Background: an optimization exercise with open tools, aiming at small area, a short achievable clock period and few clock cycles per item. Do not read the settings as production practice. Function was checked by simulation only, so behaviour that the tests miss may differ from the original. Power and IR drop assume default switching activity.

## flow/design.v (module list and top-level ports; edited modules follow where they fit)
// module rs_mul: 842 lines
module rs_mul
#(
    parameter int RS_COUNT = 2,
    parameter ROB_DEPTH = 32,
    parameter TAG_LEN = $clog2(ROB_DEPTH) - 1
)(
    input logic clk,
    input logic rst,branch_mispredicted,
    input logic [TAG_LEN:0] cdb_tag1,cdb_tag2, cdb_tag3,cdb_tag4,
    input logic [31:0] cdb_result1,cdb_result2,cdb_result3,cdb_result4,
    input logic update_add,update_rob,update_lsq,update_bp,
    input logic dis_valid,
    input logic [1:0] dis_rs_type,
    input logic [4:0] dis_aluop,
    input logic dis_rs1_rdy, dis_rs2_rdy,
    input logic [TAG_LEN:0] dis_Qj, dis_Qk, dis_rob_num,
    input logic [31:0] dis_rs1_data, dis_rs2_data,
    output logic mul_rdy,mul_full,
    output logic [TAG_LEN:0] rob_num_mul,
    output  logic [31:0] rs1m,rs2m,
    output logic [31:0] result_mul
);
  // ...
==> flow/flow/run.sh <==
#!/bin/bash
# Own layout flow: the standard synthesis unchanged, then the standard ORFS layout with
#  - port buffers of the plain sky130_fd_sc_hd__buf_2 cell.
# Each step's full output goes to a log file in this folder (ORFS's own logs are under orfs/logs).
set -euo pipefail
bash standard.sh synth > flow_synth.log 2>&1
bash standard.sh SETUP_SLACK_MARGIN=6 "BUFFER_PORTS_ARGS=-buffer_cell sky130_fd_sc_hd__buf_2" finish > flow_layout.log 2>&1
==> flow/standard.sh <==
#!/bin/bash
# synth_recipe.tcl (not shown) runs the flow's synth.tcl, then flattens the netlist and writes it again
# the make line also repeats each setting of config.mk as NAME=value (left out here)
make -C /OpenROAD-flow-scripts/flow DESIGN_CONFIG=/design/flow/config.mk WORK_HOME=/design/flow/orfs CLKGATE_MAP_FILE= SYNTH_SCRIPT=/design/flow/synth_recipe.tcl "${@:-finish}"
==> flow/config.mk <==
export PLATFORM = sky130hd
export DESIGN_NAME = rs_mul
export DESIGN_NICKNAME = rs_mul
export VERILOG_FILES = /design/flow/design.v
export SDC_FILE = /design/flow/constraint.sdc
export NUM_CORES = 8
export LEC_CHECK = 0
export ABC_AREA = 1
export CAP_MARGIN = 40
export CORE_MARGIN = 2
export CORE_UTILIZATION = 40
export SLEW_MARGIN = 40
==> flow/constraint.sdc <==
create_clock -name core_clock -period 10.0 [get_ports {clk}]
set_input_delay 2.0000 -clock core_clock [delete_from_list [all_inputs] [get_ports {clk}]]
set_output_delay 2.0000 -clock core_clock [all_outputs]
set_load 0.01 [all_outputs]
==> impl_results.rst, run 1 <==
.. list-table::
   :header-rows: 1

   * - Metric
     - Value
   * - Maximum vdd ir drop
     - 0.0004565 V
   * - Crit path to
     - S[20]
   * - Via density per instance
     - 6.362
   * - Largest net degree at the start of global routing
     - 74
   * - Leakage power summed over all cells
     - 29.38 nW
   * - Clock slew at the register clock pins of the worst setup and hold paths
     - 0.08 ns
   * - Actual transition at the worst max-transition pin
     - 1.070 ns
   * - Worst clock skew
     - 0.07019 ns
   * - Util after Layout
     - 49.63%
   * - Power Dens Cells
     - 213.4 nW/um^2
   * - Global-route met3 utilization
     - 10.52%
   * - Grt met2 use
     - 61.63%
   * - Net switching power figure
     - 7.186 mW
   * - Run status
     - complete, no violations
   * - Post-CTS setup repair buffer count
     - 239
   * - Signal buffers share of area
     - 9.878%
   * - Register area share after synthesis
     - 28.85%
   * - Repair and plain buffers
     - 894
   * - DRT Pass-1 Iters
     - 9
   * - Largest incremental delay on the critical path
     - 0.60 ns
   * - Buffer levels on the longest clock path
     - 3
   * - Core outline area
     - 141200 um^2
   * - Post-layout instance area
     - 70100 um^2
   * - PnR Total Power
     - 14.96 mW
   * - Number of H-tree levels
     - 3
   * - Via count of the first global-routing pass
     - 58840
   * - Count of synthesis-stage warnings from yosys
     - 9
   * - IO Port Bufs
     - 345
   * - Part of the power in combinational logic
     - 61.3%
   * - Area overhead of the layout relative to synthesis
     - 23.33%
   * - Cell Area, Synth
     - 56840 um^2
   * - Fraction of layout cells with a size suffix above 1
     - 21.19%
   * - Combinational-cell power consumption
     - 9.17 mW
   * - GRT Total Usage
     - 41.41%
   * - Number of antenna violations at the first check in global routing
     - 14
   * - Post-CTS Hold Fix Bufs
     - 0
   * - Clock network latency to the later pin of the worst-skew pair
     - 0.72 ns
Testbench counts, summed over its fixed seeds: cycles 5,405, items 1,840.
==> run 2, diff against run 1 <==
--- a/flow/design.v
+++ b/flow/design.v
@@ -50,23 +50,25 @@
 logic          e_triv;       
 logic [5:0]    e_bla, e_blb;  
 logic [32:0]   M;            
 logic          e_an;         
 logic [63:0]   S, C;         
 logic [36:0]   D;            
 assign D = C[36:0];
 logic          e_last;       
+logic          e_freed;      
+logic          e_fr;         
 assign mul_rdy     = out_valid;
 assign rob_num_mul = out_rob;
 assign result_mul  = out_res;
 assign rs1m        = out_a;
 assign rs2m        = out_b;
 logic [NE-1:0] freeing;
-always_comb for (int i = 0; i < NE; i++) freeing[i] = e_last & (e_idx == IW'(i));
+always_comb for (int i = 0; i < NE; i++) freeing[i] = e_fr & (e_idx == IW'(i));
 logic [NE-1:0] avail;
 assign avail = ~busy | freeing;
 logic full_r;        
 assign mul_full = full_r;
 logic [NE-1:0] alloc;
 always_comb begin
     alloc = '0;
     for (int i = NE-1; i >= 0; i--) if (avail[i]) alloc = NE'(1) << i;
@@ -729,23 +731,24 @@
     for (int k = 1; k < 6; k++)
         if (a_s[k]) dsh = (dsh << (1 << k)) | ({37{fill}} & ((37'd1 << (1 << k)) - 37'd1));
 end
 logic [63:0] psum;
 assign psum = S + C;
 logic [31:0] wdiv;
 assign wdiv = ((w_hi ? S[63:32] : S[31:0]) ^ {32{w_neg}}) + {31'd0, w_neg};
 assign e_last = e_busy & (e_align ? e_triv : (e_cnt == 6'd0));
+assign e_fr = e_busy & ~e_freed & (e_last | e_align | (~e_div & (e_cnt == 6'd1)));
 logic          el_n;
 logic [NE-1:0] freeing_n;
 always_comb begin
     if (can_issue)
-        el_n = ~popc[2] & (p_mn1 == 2'd0);    
+        el_n = popc[2] | ~p_mn1[1];
     else if (e_busy & ~e_last)
-        el_n = e_align ? (a_s == 6'd0) : (e_cnt == (e_div ? 6'd2 : 6'd1));
+        el_n = ~e_div & (e_cnt == 6'd2);
     else
         el_n = 1'b0;
     for (int i = 0; i < NE; i++)
         freeing_n[i] = el_n & ((can_issue ? nxt_sel : e_idx) == IW'(i));
 end
 always_ff @(posedge clk) begin
     for (int i = 0; i < NE; i++) begin
         if (alloc[i]) begin
@@ -763,20 +766,24 @@
     r1 <= r1_n;
     r2 <= r2_n;
     if (w_valid) begin
         out_res <= w_div ? wdiv : (w_hi ? psum[63:32] : psum[31:0]);
         out_a   <= w_a;
         out_b   <= w_b;
         out_rob <= w_rob;
     end
-    if (e_last) begin
+    if (e_fr) begin
         w_a   <= xa;
         w_b   <= xb;
         w_rob <= rob[e_idx];
+    end
+    if (e_fr) e_freed <= 1'b1;
+    if (can_issue) e_freed <= 1'b0;
+    if (e_last) begin
         w_div <= e_div;
         w_hi  <= e_hi;
         w_neg <= e_neg;
     end
     if (e_busy) begin
         if (e_div) begin
             if (e_align) begin
                 S <= {{32{e_dz}}, M[31:0] + {31'd0, e_an}};
==> impl_results.rst, run 2 <==
.. list-table::
   :header-rows: 1

   * - Metric
     - Value
   * - Most common library cell in the layout ignoring fill and taps
     - sky130_fd_sc_hd__nand2_1 (unchanged)
   * - Power Dens Cells
     - 216.4 nW/um^2 (was 213.4 nW/um^2)
   * - Sinks on the clock net
     - 560 (was 559)
   * - Via count of the first global-routing pass
     - 57590 (was 58840)
   * - Synth Area in Simple Gates
     - 17.81% (was 16.01%)
   * - Cell Area, Synth
     - 56950 um^2 (was 56840 um^2)
   * - Weighted congestion at the end of routability-driven global placement
     - 1.050 (was 1.031)
   * - Clock root buffer master
     - sky130_fd_sc_hd__clkbuf_16 (unchanged)
   * - Fraction of layout cells with a size suffix above 1
     - 18.89% (was 21.19%)
   * - Core Rows
     - 138 (unchanged)
   * - Required @ worst endpoint
     - 10.42 ns (about the same)
   * - Leakage power summed over all cells
     - 29.04 nW (was 29.38 nW)
   * - Remaining number of nets flagged by the antenna check after routing
     - 0 (unchanged)
   * - Area overhead of the layout relative to synthesis
     - 21.78% (was 23.33%)
   * - Worst setup path category
     - reg -> reg (unchanged)
   * - PnR Total Power
     - 15.01 mW (was 14.96 mW)
   * - Post-synthesis xor/xnor area fraction
     - 7.443% (was 7.500%)
   * - Most frequently used flop master after synthesis
     - sky130_fd_sc_hd__edfxtp_1 (unchanged)
   * - Synth Register Bits
     - 560 (was 559)
   * - Worst clock skew
     - 0.06220 ns (was 0.07019 ns)
   * - Final hold violation count
     - 0 (unchanged)
   * - Run status
     - complete, no violations (unchanged)
   * - Post-layout nets
     - 8738 (was 8658)
   * - Clock slew at the register clock pins of the worst setup and hold paths
     - 0.06 ns (was 0.08 ns)
   * - Highest attainable clock frequency
     - 222.4 MHz (was 236.7 MHz)
   * - TritonCTS clock tree
     - built (unchanged)
   * - Final setup margin
     - 5.503 ns (was 5.776 ns)
   * - Area share of the largest cell type after synthesis
     - 27.42% (was 27.47%)
   * - Maximum vdd ir drop
     - 0.0004862 V (was 0.0004565 V)
   * - GRT Total Usage
     - 39.25% (was 41.41%)
   * - Layout fillers
     - 13790 (was 14010)
   * - Period Utilization, post-route
     - 44.97% (was 42.25%)
   * - Remaining global-route overflow
     - 0 (unchanged)
   * - DRT Pass-1 Iters
     - 9 (unchanged)
   * - Worst-case setup slack after placement
     - 4.074 ns (was 3.981 ns)
   * - Buffer levels on the longest clock path
     - 3 (unchanged)
   * - Commonest non-fill, non-tap cells in the layout
     - 1166 x sky130_fd_sc_hd__nand2_1, 923 x sky130_fd_sc_hd__inv_1, 621 x sky130_fd_sc_hd__nor2_1 (was 1086 x sky130_fd_sc_hd__nand2_1, 905 x sky130_fd_sc_hd__inv_1, 550 x sky130_fd_sc_hd__nor2_1)
   * - Core outline area
     - 141400 um^2 (was 141200 um^2)
   * - Largest net degree at the start of global routing
     - 87 (was 74)
   * - Number of DRC markers in iteration 0
     - 9837 (was 9119)
   * - Actual transition at the worst max-transition pin
     - 0.9100 ns (was 1.070 ns)
   * - Global-route wire length before repair
     - 415700 um (was 434200 um)
   * - Relative max-transition margin
     - 38.69% (was 27.89%)
   * - Clock period minus final worst setup slack
     - 4.497 ns (was 4.225 ns)
   * - Most frequent cells after synthesis
     - 1212 x sky130_fd_sc_hd__nand2_1, 974 x sky130_fd_sc_hd__inv_1, 669 x sky130_fd_sc_hd__nor2_1 (was 1142 x sky130_fd_sc_hd__nand2_1, 964 x sky130_fd_sc_hd__inv_1, 602 x sky130_fd_sc_hd__o21ai_0)
   * - Yosys cell types
     - 75 (was 79)
   * - Count of synthesis-stage warnings from yosys
     - 9 (unchanged)
   * - Number of H-tree levels
     - 3 (unchanged)
   * - Residual DRC count
     - 0 (unchanged)
   * - Worst-path maximum fanout
     - 7 (unchanged)
   * - Number of vias in the routed layout
     - 63670 (was 63010)
   * - Adder-cell area share of the yosys netlist
     - 13.16% (was 13.19%)
   * - Setup slack on the worst flop-to-flop path
     - 5.50 ns (was 5.78 ns)
   * - Starting density of the core
     - 40.27% (was 40.24%)
   * - Width of the die
     - 381.3 um (was 381.0 um)
   * - Total clock buffers created by CTS
     - 68 (was 69)
   * - Number of nets in the synthesized netlist
     - 8231 (was 8095)
   * - Full die area
     - 145400 um^2 (was 145100 um^2)
   * - Final setup violation count
     - 0 (unchanged)
   * - Library cell with the highest instance count after synthesis
     - sky130_fd_sc_hd__nand2_1 (unchanged)
   * - Max-cap viol count
     - 0 (unchanged)
   * - Critical Path Source Type
     - flop (unchanged)
   * - Number of antenna violations at the first check in global routing
     - 17 (was 14)
   * - Post-DP Area
     - 60530 um^2 (was 60640 um^2)
   * - Syn Area/Cell
     - 7.566 um^2 (was 7.690 um^2)
   * - Category of the worst setup path capture point
     - flop (unchanged)
   * - Via density per instance
     - 6.371 (was 6.362)
   * - Unrepaired setup endpoints after global routing
     - true (unchanged)
   * - Number of cells produced by synthesis
     - 7527 (was 7391)
   * - Largest family of logic cells by synthesized area
     - compound AO/OA/AOI/OAI gates (unchanged)
   * - Share of the synthesized area in compound gates (AO/OA/AOI/OAI)
     - 22.45% (was 23.55%)
   * - Share of flip-flops with an asynchronous set or reset
     - 0% (unchanged)
   * - Register area share after synthesis
     - 28.82% (was 28.85%)
   * - Post-layout instance area
     - 69350 um^2 (was 70100 um^2)
   * - Post-synthesis mux area share
     - 0.5624% (was 1.127%)
   * - Number of top-level design ports
     - 347 (unchanged)
   * - IO Port Bufs
     - 345 (unchanged)
   * - Path class of the lowest-slack min-delay path
     - reg -> reg (unchanged)
   * - Total wire length after detailed routing
     - 300500 um (was 314600 um)
   * - Y dimension of the die
     - 381.3 um (was 381.0 um)
   * - Placed wire-length estimate
     - 209000 um (was 225500 um)
   * - WP data arrival
     - 4.92 ns (was 4.65 ns)
   * - Number of enable flip-flop cells after synthesis
     - 520 (unchanged)
   * - Largest area contributor in the netlist
     - sky130_fd_sc_hd__edfxtp_1 (unchanged)
   * - Detail-routed net length per standard cell
     - 30.07 um (was 31.76 um)
   * - Total negative setup slack
     - 0 ns (unchanged)
   * - Clock network latency to the later pin of the worst-skew pair
     - 0.71 ns (was 0.72 ns)
   * - Largest cells by area after synthesis
     - sky130_fd_sc_hd__edfxtp_1 27%, sky130_fd_sc_hd__fa_1 8.2%, sky130_fd_sc_hd__nand2_1 8.0%, sky130_fd_sc_hd__inv_1 6.4%, sky130_fd_sc_hd__xor2_1 6.2% (was sky130_fd_sc_hd__edfxtp_1 27%, sky130_fd_sc_hd__fa_1 8.2%, sky130_fd_sc_hd__nand2_1 7.5%, sky130_fd_sc_hd__xor2_1 6.4%, sky130_fd_sc_hd__inv_1 6.4%)
   * - Number of pins with negative max-slew slack in the final report
     - 0 (unchanged)
==> run 2: critical path, cell delays in order, from the launching register on <==
cell                         delay (ns)
sky130_fd_sc_hd__edfxtp_1          0.69
sky130_fd_sc_hd__fa_1              0.58
sky130_fd_sc_hd__ha_1              0.35
sky130_fd_sc_hd__nand2_1           0.07
sky130_fd_sc_hd__o21ai_0           0.46
sky130_fd_sc_hd__nand4_1           0.24
sky130_fd_sc_hd__o2111ai_4         0.16
sky130_fd_sc_hd__buf_4             0.15
sky130_fd_sc_hd__nand2_2           0.05
sky130_fd_sc_hd__nand2_4           0.08
sky130_fd_sc_hd__buf_12            0.11
sky130_fd_sc_hd__nand2_4           0.04
sky130_fd_sc_hd__nand2_4           0.06
sky130_fd_sc_hd__buf_12            0.11
sky130_fd_sc_hd__clkinvlp_4        0.19
sky130_fd_sc_hd__buf_6             0.20
sky130_fd_sc_hd__o22ai_1           0.12
sky130_fd_sc_hd__nand2_1           0.11
sky130_fd_sc_hd__o211ai_1          0.27
sky130_fd_sc_hd__a31oi_1           0.15
==> run 2: power breakdown <==
part	total (mW)	switching, mW	internal (mW)
clock	2.61	1.18	1.42
sequential	3.10	0.139	2.96
combinational	9.31	5.91	3.40
==> run 2: area by class of cell <==
| class | count | area (um^2) | area share (%) |
|---|---|---|---|
| Timing Repair Buffer | 846 | 6596 | 9.511 |
| Antenna cell | 14 | 35.03 | 0.05051 |
| Clock buffer | 80 | 1757 | 2.533 |
| Timing Repair inverter | 9 | 60.06 | 0.08660 |
| Sequential cell | 560 | 16450 | 23.72 |
| Inverter | 1015 | 4031 | 5.813 |
| Clock inverter | 46 | 540.5 | 0.7794 |
| Tap cell | 1890 | 2365 | 3.410 |
| Multi-Input combinational cell | 5534 | 37520 | 54.10 |
==> run 2: worst paths after layout <==
path	from	cells after the start	endpoint
worst max-delay path	S[31]	19	S[3]
worst min register to register	w_b[25]	0	out_b[25]
worst max register to register	S[31]	19	S[3]
worst min-delay path	w_b[25]	0	out_b[25]
==> run 2: cells by family (layout without fill, tap and decap cells) <==
logic type	Yosys count	count (layout)
other	0	14
buffers and inverters	1439	1996
AO/OA/AOI/OAI	2166	2166
flip-flops	560	560
multiplexers	32	32
adder cells (fa/ha/maj)	460	460
AND/OR/NAND/NOR	2389	2395
XOR/XNOR	481	481
==> run 2: per-layer routing <==
metal / share of wire (%) / track usage, %
met4: 9.8 / 28.59
met2: 40 / 56.76
met3: 14 / 10.82
met1: 36 / 50.12
met5: 0.017 / 0
==> run 2: repair_timing <==
item / CTS / global route
hold endpoints to repair: 0 / 0
gates resized for setup: 417 / 395
hold buffers: 0 / 0
cloned: 22 / 11
endpoints found under the setup margin: 477 / 296
buffers inserted: 201 / 139
pin swaps: 66 / 122
==> run 2: stage by stage <==
stage | hold WS (ns) | std cells | utilization, %
floorplan | 0.4003 | 7527 | -
global placement | 0.4030 | 9479 | 42.76
detailed placement | 0.4045 | 9480 | 42.80
CTS | 0.4174 | 9829 | 47.10
global route | 0.4255 | 9982 | 49.02
finish | 0.4167 | 9994 | 49.04
Testbench counts of run 2, summed over its fixed seeds: cycles 5,196, items 1,840.
==> run 3, diff against run 2 <==
==> flow/flow/run.sh (replaced) <==
#!/bin/bash
set -euo pipefail
B="BUFFER_PORTS_ARGS=-buffer_cell sky130_fd_sc_hd__buf_2"
bash standard.sh synth > flow_synth.log 2>&1
bash standard.sh SETUP_SLACK_MARGIN=6 "$B" cts > flow_cts.log 2>&1
bash standard.sh SETUP_SLACK_MARGIN=5.75 "$B" finish > flow_finish.log 2>&1
==> impl_results.rst, run 3 <==
.. list-table::
   :header-rows: 1

   * - Metric
     - Value
   * - Clock root buffer master
     - sky130_fd_sc_hd__clkbuf_16 (unchanged)
   * - Final setup violation count
     - 0 (unchanged)
   * - Remaining global-route overflow
     - 0 (unchanged)
   * - Clock share of power
     - 17.8% (was 17.4%)
   * - Path class of the lowest-slack min-delay path
     - reg -> reg (unchanged)
   * - Share of flip-flops with an asynchronous set or reset
     - 0% (unchanged)
   * - Number of DRC markers in iteration 0
     - 9742 (was 9837)
   * - TritonCTS clock tree
     - built (unchanged)
   * - Y dimension of the die
     - 381.3 um (unchanged)
   * - Number of vias in the routed layout
     - 63100 (was 63670)
   * - Residual DRC count
     - 0 (unchanged)
   * - Power Dens Cells
     - 216.3 nW/um^2 (was 216.4 nW/um^2)
   * - Syn Area/Cell
     - 7.566 um^2 (unchanged)
   * - Layout fillers
     - 13930 (was 13790)
   * - Highest attainable clock frequency
     - 220.8 MHz (was 222.4 MHz)
   * - Number of H-tree levels
     - 3 (unchanged)
   * - Width of the die
     - 381.3 um (unchanged)
   * - Detail-routed net length per standard cell
     - 30.09 um (was 30.07 um)
   * - DRT Pass-1 Iters
     - 8 (was 9)
   * - Cell Area, Synth
     - 56950 um^2 (unchanged)
   * - Part of the power in combinational logic
     - 61.1% (was 62.0%)
   * - Fraction of layout cells with a size suffix above 1
     - 16.05% (was 18.89%)
   * - Number of enable flip-flop cells after synthesis
     - 520 (unchanged)
   * - Total clock buffers created by CTS
     - 68 (unchanged)
   * - Register area share after synthesis
     - 28.82% (unchanged)
   * - CP max stage cell
     - sky130_fd_sc_hd__edfxtp_1 (unchanged)
   * - Area of the multi-input gates
     - 36850 um^2 (was 37520 um^2)
   * - Most frequent cells after synthesis
     - 1212 x sky130_fd_sc_hd__nand2_1, 974 x sky130_fd_sc_hd__inv_1, 669 x sky130_fd_sc_hd__nor2_1 (unchanged)
   * - Largest cells by area after synthesis
     - sky130_fd_sc_hd__edfxtp_1 27%, sky130_fd_sc_hd__fa_1 8.2%, sky130_fd_sc_hd__nand2_1 8.0%, sky130_fd_sc_hd__inv_1 6.4%, sky130_fd_sc_hd__xor2_1 6.2% (unchanged)
   * - Clock period minus final worst setup slack
     - 4.528 ns (was 4.497 ns)
   * - Count of synthesis-stage warnings from yosys
     - 9 (unchanged)
   * - Area share of the largest cell type after synthesis
     - 27.42% (unchanged)
   * - Yosys cell types
     - 75 (unchanged)
   * - Worst clock skew
     - 0.06007 ns (was 0.06220 ns)
   * - Final setup margin
     - 5.472 ns (was 5.503 ns)
   * - Largest incremental delay on the critical path
     - 0.71 ns (was 0.69 ns)
   * - WP data arrival
     - 4.95 ns (was 4.92 ns)
   * - Dominant cell type by count on the critical path
     - sky130_fd_sc_hd__nand2_4 (unchanged)
   * - Buffer levels on the longest clock path
     - 3 (unchanged)
   * - Final std cells w/o fill
     - 9897 (was 9994)
   * - Total wire length after detailed routing
     - 297800 um (was 300500 um)
   * - Post-layout nets
     - 8642 (was 8738)
   * - Post-layout instance area
     - 67640 um^2 (was 69350 um^2)
   * - Via density per instance
     - 6.375 (was 6.371)
   * - Clock slew at the register clock pins of the worst setup and hold paths
     - 0.06 ns (about the same)
   * - Number of cells produced by synthesis
     - 7527 (unchanged)
   * - Worst-path cell chain
     - fa_1, ha_1, nand2_1, o21ai_0, nand4_1, o2111ai_4, buf_4, nand2_2, nand2_4, buf_12, nand2_4, nand2_4, buf_12, clkinvlp_4, buf_6, o22ai_1, nand2_1, o211ai_1, a31oi_1 (unchanged)
   * - Core Rows
     - 138 (unchanged)
   * - Run status
     - complete, no violations (unchanged)
   * - Worst setup path category
     - reg -> reg (unchanged)
   * - Core outline area
     - 141400 um^2 (unchanged)
   * - Max-cap viol count
     - 0 (unchanged)
   * - Total negative setup slack
     - 0 ns (unchanged)
   * - Commonest non-fill, non-tap cells in the layout
     - 1182 x sky130_fd_sc_hd__nand2_1, 941 x sky130_fd_sc_hd__inv_1, 640 x sky130_fd_sc_hd__nor2_1 (was 1166 x sky130_fd_sc_hd__nand2_1, 923 x sky130_fd_sc_hd__inv_1, 621 x sky130_fd_sc_hd__nor2_1)
   * - Sinks on the clock net
     - 560 (unchanged)
   * - Placed wire-length estimate
     - 209000 um (unchanged)
   * - Number of top-level design ports
     - 347 (unchanged)
   * - Category of the worst setup path capture point
     - flop (unchanged)
   * - Largest area contributor in the netlist
     - sky130_fd_sc_hd__edfxtp_1 (unchanged)
   * - Synth Register Bits
     - 560 (unchanged)
   * - Actual transition at the worst max-transition pin
     - 0.9048 ns (was 0.9100 ns)
   * - Most common library cell in the layout ignoring fill and taps
     - sky130_fd_sc_hd__nand2_1 (unchanged)
   * - Final hold violation count
     - 0 (unchanged)
   * - Area overhead of the layout relative to synthesis
     - 18.77% (was 21.78%)
   * - Largest net degree at the start of global routing
     - 87 (unchanged)
   * - Internal Dissipation
     - 7.566 mW (was 7.781 mW)
   * - Number of antenna violations at the first check in global routing
     - 17 (unchanged)
   * - Unrepaired setup endpoints after global routing
     - true (unchanged)
   * - IO Port Bufs
     - 345 (unchanged)
   * - Relative contribution of sequential cells to total power
     - 21.1% (was 20.6%)
   * - PnR Total Power
     - 14.63 mW (was 15.01 mW)
   * - Remaining number of nets flagged by the antenna check after routing
     - 0 (unchanged)
   * - Relative max-transition margin
     - 39.04% (was 38.69%)
   * - Required @ worst endpoint
     - 10.42 ns (about the same)
   * - Worst-case setup slack after placement
     - 4.074 ns (unchanged)
   * - Clock network latency to the later pin of the worst-skew pair
     - 0.71 ns (about the same)
   * - GRT Total Usage
     - 39.25% (unchanged)
   * - Placed Cells incl. Taps
     - 9480 (unchanged)
   * - Leakage power summed over all cells
     - 28.49 nW (was 29.04 nW)
   * - Starting density of the core
     - 40.27% (unchanged)
   * - Most frequently used flop master after synthesis
     - sky130_fd_sc_hd__edfxtp_1 (unchanged)
   * - Post-DP Area
     - 60530 um^2 (unchanged)
   * - Critical Path Source Type
     - flop (unchanged)
   * - Net switching power figure
     - 7.063 mW (was 7.228 mW)
   * - Weighted congestion at the end of routability-driven global placement
     - 1.050 (unchanged)
   * - Worst-path maximum fanout
     - 7 (unchanged)
   * - Number of nets in the synthesized netlist
     - 8231 (unchanged)
   * - Full die area
     - 145400 um^2 (unchanged)
   * - Total area of sequential cells
     - 16440 um^2 (was 16450 um^2)
   * - Number of pins with negative max-slew slack in the final report
     - 0 (unchanged)
   * - Via count of the first global-routing pass
     - 57590 (unchanged)
   * - Library cell with the highest instance count after synthesis
     - sky130_fd_sc_hd__nand2_1 (unchanged)
   * - Period Utilization, post-route
     - 45.28% (was 44.97%)
   * - Global-route wire length before repair
     - 415700 um (unchanged)
   * - Net Sw Frac
     - 48.28% (was 48.16%)
   * - Maximum vdd ir drop
     - 0.0004501 V (was 0.0004862 V)
==> run 3: changes by cell type in the layout (fill, tap and decap cells not counted), sizes merged <==
| cell | previous run | this run |
|---|---|---|
| buf | 830 | 742 |
| clkinv | 54 | 58 |
| nand2 | 1228 | 1227 |
| diode | 14 | 13 |
| clkbuf | 85 | 83 |
| inv | 960 | 974 |
| clkinvlp | 51 | 28 |
==> run 3: cells by family after synthesis <==
kind of cell | after synthesis | synth area share (%)
and+or+nand+nor | 2389 | 17.81
AOI/OAI and AO/OA | 2166 | 22.45
buffers and inverters | 1439 | 9.741
DFF | 560 | 28.82
xor gates and xnor gates | 481 | 7.443
adders and majority gates | 460 | 13.16
muxes | 32 | 0.5624
==> run 3: area by class of cell <==
type / count / share of cell area [%]
multi-input combinational: 5533 / 54.47
sequential: 560 / 24.30
timing repair buffer: 756 / 8.417
inverter: 1015 / 5.831
tap: 1890 / 3.496
clock buffer: 80 / 2.597
clock inverter: 46 / 0.7991
antenna: 13 / 0.04809
timing repair inverter: 4 / 0.03700
==> run 3: worst max-delay path, delay by kind of cell (launching register included) <==
| kind | cells | cell delay [ns] |
|---|---|---|
| compound gates | 5 | 1.17 |
| fa+ha+maj | 2 | 0.94 |
| buf+inv | 5 | 0.76 |
| flops | 1 | 0.71 |
| simple gates | 7 | 0.66 |
==> run 3: what timing repair did <==
action | in CTS | in global routing
pin swaps | 66 | 58
setup endpoints to repair | 477 | 98
hold buffers | 0 | 0
setup buffers | 201 | 51
cloned | 22 | 3
resized for setup | 417 | 132
==> run 3: path summary, 6_finish.rpt <==
check	start	end	slack, ns	cells past startpoint
max	S[31]	S[3]	5.47	19
max reg2reg	S[31]	S[3]	5.47	19
min	w_b[25]	out_b[25]	0.42	0
min reg2reg	w_b[25]	out_b[25]	0.42	0
==> run 3: metal layers <==
metal | GRT usage (%) | vias to the layer above | share of wire (%)
met5 | 0 | - | 0.020
met1 | 50.12 | 29580 | 36
li1 | - | 26930 | -
met4 | 28.59 | 10 | 9.7
met3 | 10.82 | 1378 | 14
met2 | 56.76 | 5196 | 40
==> run 3: through the flow <==
step	utilization [%]	hold slack, ns
2_1_floorplan	-	0.4003
3_3_place_gp	42.76	0.4030
3_5_place_dp	42.80	0.4045
4_1_cts	47.10	0.4174
5_1_grt	47.81	0.4255
6_report	47.83	0.4160
==> run 3: power by group through the flow <==
stage | combinational (mW) | clock, mW | sequential (mW)
2_1_floorplan | 5.18 | 0 | 3.05
3_3_place_gp | 8.24 | 0 | 3.13
3_5_place_dp | 8.39 | 0 | 3.14
4_1_cts | 8.64 | 2.61 | 3.09
5_1_grt | 9.77 | 2.69 | 3.10
6_report | 8.93 | 2.60 | 3.09

re-timing with driven ports:
The flow's constraints put no driver on any port. The routed layouts listed below were extracted and timed again, unchanged, in two steps. Step 1 sets driving cells, clkbuf_16 on the clock port and buf_2 on the other inputs (assumed; they add their load-dependent delay and slew). Step 2 moves the port delays by t, midway between the first and last clock arrival at a register: inputs arrive t later, outputs are due t later. That takes back most of the time a late clock gives input paths. a / b / c = ideal / step 1 / step 2; a / b = the first two.
run	t (ns)	setup WS [ns]	worst setup path after step 2	latest minus earliest clock arrival (ns)	pins driven straight from the clock port
run 1	0.763	5.776 / 5.776 / 5.272	input to register	0.070 / 0.070	1
run 2	0.760	5.503 / 5.503 / 5.248	input to register	0.062 / 0.062	1
run 3	0.758	5.472 / 5.472 / 5.045	input to register	0.061 / 0.061	1
After both steps every run listed still meets setup and hold. For run 1, which loses most, drivers alone change the setup slack by 0.000 ns; drivers and shift together by -0.504 ns.
